Source: an optimization exercise on an open RTL-to-GDS flow (aim: small area and a short achievable clock period). Production flows keep margins and buffers that such runs may drop. In this exercise RTL edits were held to simulation tests only and were not proved equivalent to the original. Power figures rest on the tool's default switching activity, not on a simulated workload.

==> trial 94: inputs <==
==> flow/design.v <==
module SorterAoi222 (input wire a1, a2, b1, b2, c1, c2, output wire y);
  assign y = ~((a1 & a2) | (b1 & b2) | (c1 & c2));
endmodule
module SorterAoi22 (input wire a1, a2, b1, b2, output wire y);
  assign y = ~((a1 & a2) | (b1 & b2));
endmodule
module SorterInv (input wire a, output wire y);
  assign y = ~a;
endmodule
module SorterNor2 (input wire a, b, output wire y);
  assign y = ~(a | b);
endmodule
module SorterAnd2 (input wire a, b, output wire y);
  assign y = a & b;
endmodule
module SorterMaj3 (input wire a, b, c, output wire y);
  assign y = (a & b) | (a & c) | (b & c);
endmodule
module SorterLt8 (input wire [7:0] nd, input wire [7:0] b, output wire lt);
  wire [8:1] nc;
  SorterAnd2 u0 (.a(nd[0]), .b(b[0]), .y(nc[1]));
  genvar k;
  generate
    for (k = 1; k < 8; k = k + 1) begin : C
      SorterMaj3 u (.a(nd[k]), .b(b[k]), .c(nc[k]), .y(nc[k+1]));
    end
  endgenerate
  assign lt = nc[8];
endmodule
module SorterSel8 (input wire sh, ins, hold, input wire [7:0] p, d, s,
                   output wire [7:0] f);
  genvar k;
  generate
    for (k = 0; k < 8; k = k + 1) begin : B
      wire n;
      SorterAoi222 ua (.a1(sh), .a2(p[k]), .b1(ins), .b2(d[k]), .c1(hold), .c2(s[k]), .y(n));
      SorterInv ui (.a(n), .y(f[k]));
    end
  endgenerate
endmodule
module SorterSel8First (input wire ins, hold, input wire [7:0] d, s,
                        output wire [7:0] f);
  genvar k;
  generate
    for (k = 0; k < 8; k = k + 1) begin : B
      wire n;
      SorterAoi22 ua (.a1(ins), .a2(d[k]), .b1(hold), .b2(s[k]), .y(n));
      SorterInv ui (.a(n), .y(f[k]));
    end
  endgenerate
endmodule
module Sorter # (
  parameter N = 64
)(
  input wire clk,                       
  input wire rst,                        
  input wire [7:0] data,                 
  input wire [7:0] addr,                 
  output reg [N*8 - 1:0] sorted_data,    
  output reg [N*8 - 1:0] sorted_addr     
);
  reg  [7:0] b  [0:N-1];                 
  reg  [7:0] ab [0:N-1];                 
  wire [7:0] nb [0:N-1];                 
  wire [7:0] nab [0:N-1];
  wire [N-1:0] lt;                       
  wire [N-1:0] ge;                       
  wire [N-1:0] ins;                      
  wire [7:0] ndata;
  genvar k;
  generate
    for (k = 0; k < 8; k = k + 1) begin : D
      SorterInv u (.a(data[k]), .y(ndata[k]));
    end
  endgenerate
  genvar j;
  generate
    for (j = 0; j < N; j = j + 1) begin : G
      SorterLt8 u_cmp (.nd(ndata), .b(b[j]), .lt(lt[j]));
      SorterInv u_ge (.a(lt[j]), .y(ge[j]));
      if (j == 0) begin : F
        assign ins[j] = ge[j];
        SorterSel8First u_d (.ins(ins[j]), .hold(lt[j]), .d(data), .s(b[j]), .f(nb[j]));
        SorterSel8First u_a (.ins(ins[j]), .hold(lt[j]), .d(addr), .s(ab[j]), .f(nab[j]));
      end else begin : S
        SorterNor2 u_ins (.a(lt[j]), .b(ge[j-1]), .y(ins[j]));
        SorterSel8 u_d (.sh(ge[j-1]), .ins(ins[j]), .hold(lt[j]),
                        .p(b[j-1]), .d(data), .s(b[j]), .f(nb[j]));
        SorterSel8 u_a (.sh(ge[j-1]), .ins(ins[j]), .hold(lt[j]),
                        .p(ab[j-1]), .d(addr), .s(ab[j]), .f(nab[j]));
      end
      always @ (posedge clk or posedge rst) begin
        if (rst)
          b[j] <= 8'd0;
        else
          b[j] <= nb[j];
      end
      always @ (posedge clk) begin
        ab[j] <= nab[j];
      end
    end
  endgenerate
  integer i;
  always @(*) begin
    for (i = 0; i < N; i = i + 1) begin
      sorted_data[8*i +: 8] = b[i];
      sorted_addr[8*i +: 8] = ab[i];
    end
  end
endmodule
==> flow/flow/run.sh <==
#!/bin/bash
# Layout flow: the standard ORFS flow (standard.sh), in three parts, with
# these changes:
#  - after the standard synthesis (unchanged), gates are sized by their load:
#    ABC's maj3_2 / a22oi_2 go back to drive strength 1, and the gates that
#    drive a whole place (the comparator's last majority gate, the ge inverter,
#    the insert nor) go up (size.tcl);
#  - the ports are buffered with sky130_fd_sc_hd__buf_1 instead of the
#    default clkdlybuf4s50_1;
#  - after placement, one timing repair pass aims a little past the worst
#    setup slack found there (repair.tcl), then the cells are legalized;
#  - the clock tree uses clkbuf_8, clusters of up to 16 flip-flops and no
#    dummy loads.
# Each tool's output goes to a log file of its own in this folder.
set -euo pipefail
W=$(pwd)
F=$W/flow
R=$W/orfs/results/sky130hd/Sorter/base
export RESULTS=$R
PORTBUF="BUFFER_PORTS_ARGS=-buffer_cell sky130_fd_sc_hd__buf_1"

bash standard.sh synth > "$W/log_synth.txt" 2>&1
openroad -no_init -exit "$F/size.tcl" > "$W/log_size.txt" 2>&1

bash standard.sh "$PORTBUF" place > "$W/log_place.txt" 2>&1
openroad -no_init -exit "$F/repair.tcl" > "$W/log_repair.txt" 2>&1

bash standard.sh "$PORTBUF" \
  "CTS_ARGS=-sink_clustering_enable -repair_clock_nets -buf_list sky130_fd_sc_hd__clkbuf_8 -root_buf sky130_fd_sc_hd__clkbuf_8 -sink_clustering_size 16 -sink_clustering_max_diameter 50 -dont_use_dummy_load" \
  finish > "$W/log_finish.txt" 2>&1
==> flow/flow/repair.tcl <==
# One setup repair pass on the placed design, aiming DELTA ns past the worst
# slack found, then legalize the placement.
set DELTA 0.75
read_liberty $::env(FLOW_HOME)/platforms/sky130hd/lib/sky130_fd_sc_hd__tt_025C_1v80.lib
read_db $::env(RESULTS)/3_place.odb
read_sdc $::env(RESULTS)/3_place.sdc
source $::env(FLOW_HOME)/platforms/sky130hd/setRC.tcl
set_dont_use {sky130_fd_sc_hd__probe_p_8 sky130_fd_sc_hd__probec_p_8 sky130_fd_sc_hd__lpflow_*}
estimate_parasitics -placement
report_design_area
set wns [sta::time_sta_ui [sta::worst_slack_cmd max]]
puts "worst setup slack before: $wns"
repair_timing -setup -setup_margin [expr {$wns + $DELTA}] -repair_tns 100 -skip_last_gasp -verbose
estimate_parasitics -placement
puts "worst setup slack after: [sta::time_sta_ui [sta::worst_slack_cmd max]]"
report_design_area
detailed_placement
check_placement -verbose
write_db $::env(RESULTS)/3_place.odb
==> flow/flow/size.tcl <==
# Resize gates of the synthesized netlist by the number of loads they drive.
read_db $::env(RESULTS)/1_synth.odb
set db [ord::get_db]
set block [[$db getChip] getBlock]
proc fanout {inst} {
  foreach it [$inst getITerms] {
    if {[$it isOutputSignal]} {
      set n [$it getNet]
      if {$n eq "NULL"} { return 0 }
      return [expr {[llength [$n getITerms]] - 1}]
    }
  }
  return 0
}
# from, to, and the load count from which the rule applies (-1: always)
set rules {
  sky130_fd_sc_hd__maj3_2  sky130_fd_sc_hd__maj3_1  -1
  sky130_fd_sc_hd__a22oi_2 sky130_fd_sc_hd__a22oi_1 -1
  sky130_fd_sc_hd__maj3_1  sky130_fd_sc_hd__maj3_2  10
  sky130_fd_sc_hd__inv_1   sky130_fd_sc_hd__inv_4   10
  sky130_fd_sc_hd__nor2_1  sky130_fd_sc_hd__nor2_2  10
}
foreach {from to minfo} $rules {
  set m [$db findMaster $to]
  set k 0
  foreach inst [$block getInsts] {
    if { [[$inst getMaster] getName] eq $from && [fanout $inst] >= $minfo } {
      $inst swapMaster $m
      incr k
    }
  }
  puts "swapped $k $from -> $to"
}
write_db $::env(RESULTS)/1_synth.odb
==> flow/standard.sh <==
#!/bin/bash
# synth_recipe.tcl (not shown) runs the flow's synth.tcl, then flattens the netlist and writes it again
# the make line also repeats each setting of config.mk as NAME=value (left out here)
make -C /OpenROAD-flow-scripts/flow DESIGN_CONFIG=/design/flow/config.mk WORK_HOME=/design/flow/orfs CLKGATE_MAP_FILE= SYNTH_SCRIPT=/design/flow/synth_recipe.tcl "${@:-finish}"
==> flow/config.mk <==
export PLATFORM = sky130hd
export DESIGN_NAME = Sorter
export DESIGN_NICKNAME = Sorter
export VERILOG_FILES = /design/flow/design.v
export SDC_FILE = /design/flow/constraint.sdc
export NUM_CORES = 4
export LEC_CHECK = 0
export CAP_MARGIN = 20
export CORE_MARGIN = 2
export CORE_UTILIZATION = 30
export PLACE_DENSITY = 0.5
export SLEW_MARGIN = 20
export SYNTH_HIERARCHICAL = 1
==> flow/constraint.sdc <==
create_clock -name core_clock -period 140.0 [get_ports {clk}]
set_input_delay 28.0000 -clock core_clock [delete_from_list [all_inputs] [get_ports {clk}]]
set_output_delay 28.0000 -clock core_clock [all_outputs]
set_load 0.01 [all_outputs]
==> trial 32: changes against trial 94 <==
==> flow/run.sh (new file) <==
#!/bin/bash
# synth_recipe.tcl (not shown) runs the flow's synth.tcl, then flattens the netlist and writes it again
# the make line also repeats each setting of config.mk as NAME=value (left out here)
make -C /OpenROAD-flow-scripts/flow DESIGN_CONFIG=/design/flow/config.mk WORK_HOME=/design/flow/orfs CLKGATE_MAP_FILE= SYNTH_SCRIPT=/design/flow/synth_recipe.tcl finish
CORE_UTILIZATION = 40   (was 30)
PLACE_DENSITY = not set   (was 0.5)
removed: flow/flow/run.sh
removed: flow/flow/repair.tcl
removed: flow/flow/size.tcl
removed: flow/standard.sh
==> results by group <==
Outcome
  • Outcome: complete, no violations

Placed design
  • Dpl ws: 106.70 ns

Route
  • Initial drt markers: 8,732
  • WL/cell: 33.4 um
  • Max Used Layer: met4

CTS
  • CTS root buffer: clkbuf_16

Worst setup path
  • Worst r2r src: b[32][0]
  • Critical path depth: 15
  • Worst R2R End: b[33][3]

Cells and area
  • Commonest non-fill, non-tap cell in the layout: inv_1
  • NonClk Buf Share: 17.9%

Floorplan
  • Initial Util: 40.3%

Pwr
  • Leak: 27.2 nW

Synthesis
  • Syn_area_per_cell: 11.6 um2
# the run above: trial 32

==> results by group <==
Route
  • Max Used Layer: met5

Placed design
  • Dpl ws: 106.50 ns

Synthesis
  • Syn_area_per_cell: 11.5 um2

CTS
  • CTS root buffer: clkbuf_8

Outcome
  • Outcome: complete, no violations

Worst setup path
  • Worst R2R End: ab[31][6]

Pwr
  • Leak: 23.0 nW
# the run above: trial 94

==> afterwards: timing with drivers on the ports <==
Ports are ideal in the flow. The routed layouts listed here were re-timed in OpenROAD.
Step 1 assumes that a clkbuf_16 drives the clock port and a buf_2 every other input.
Step 2 moves the port delays by t, midway between the first and last clock arrival at a register: inputs arrive t later, outputs are due t later. That takes back most of the time a late clock gives input paths.
Three values: ideal, step 1, step 2; two values: the first two.
run | t, ns | slack for setup (ns) | worst setup path after step 2 | latest minus earliest clock arrival (ns) | worst register clock-pin slew, ns
trial 94 | 0.922 | 108.054 / 108.067 / 107.144 | input to register | 0.110 / 0.109 | 0.10 / 0.10
trial 32 | 0.776 | 107.304 / 107.337 / 106.561 | input to register | 0.032 / 0.033 | 0.07 / 0.07
After both steps setup and hold are still met in every run listed. The setup slack of trial 94, which loses most, moves by +0.013 ns with the drivers and by -0.910 ns with both steps.
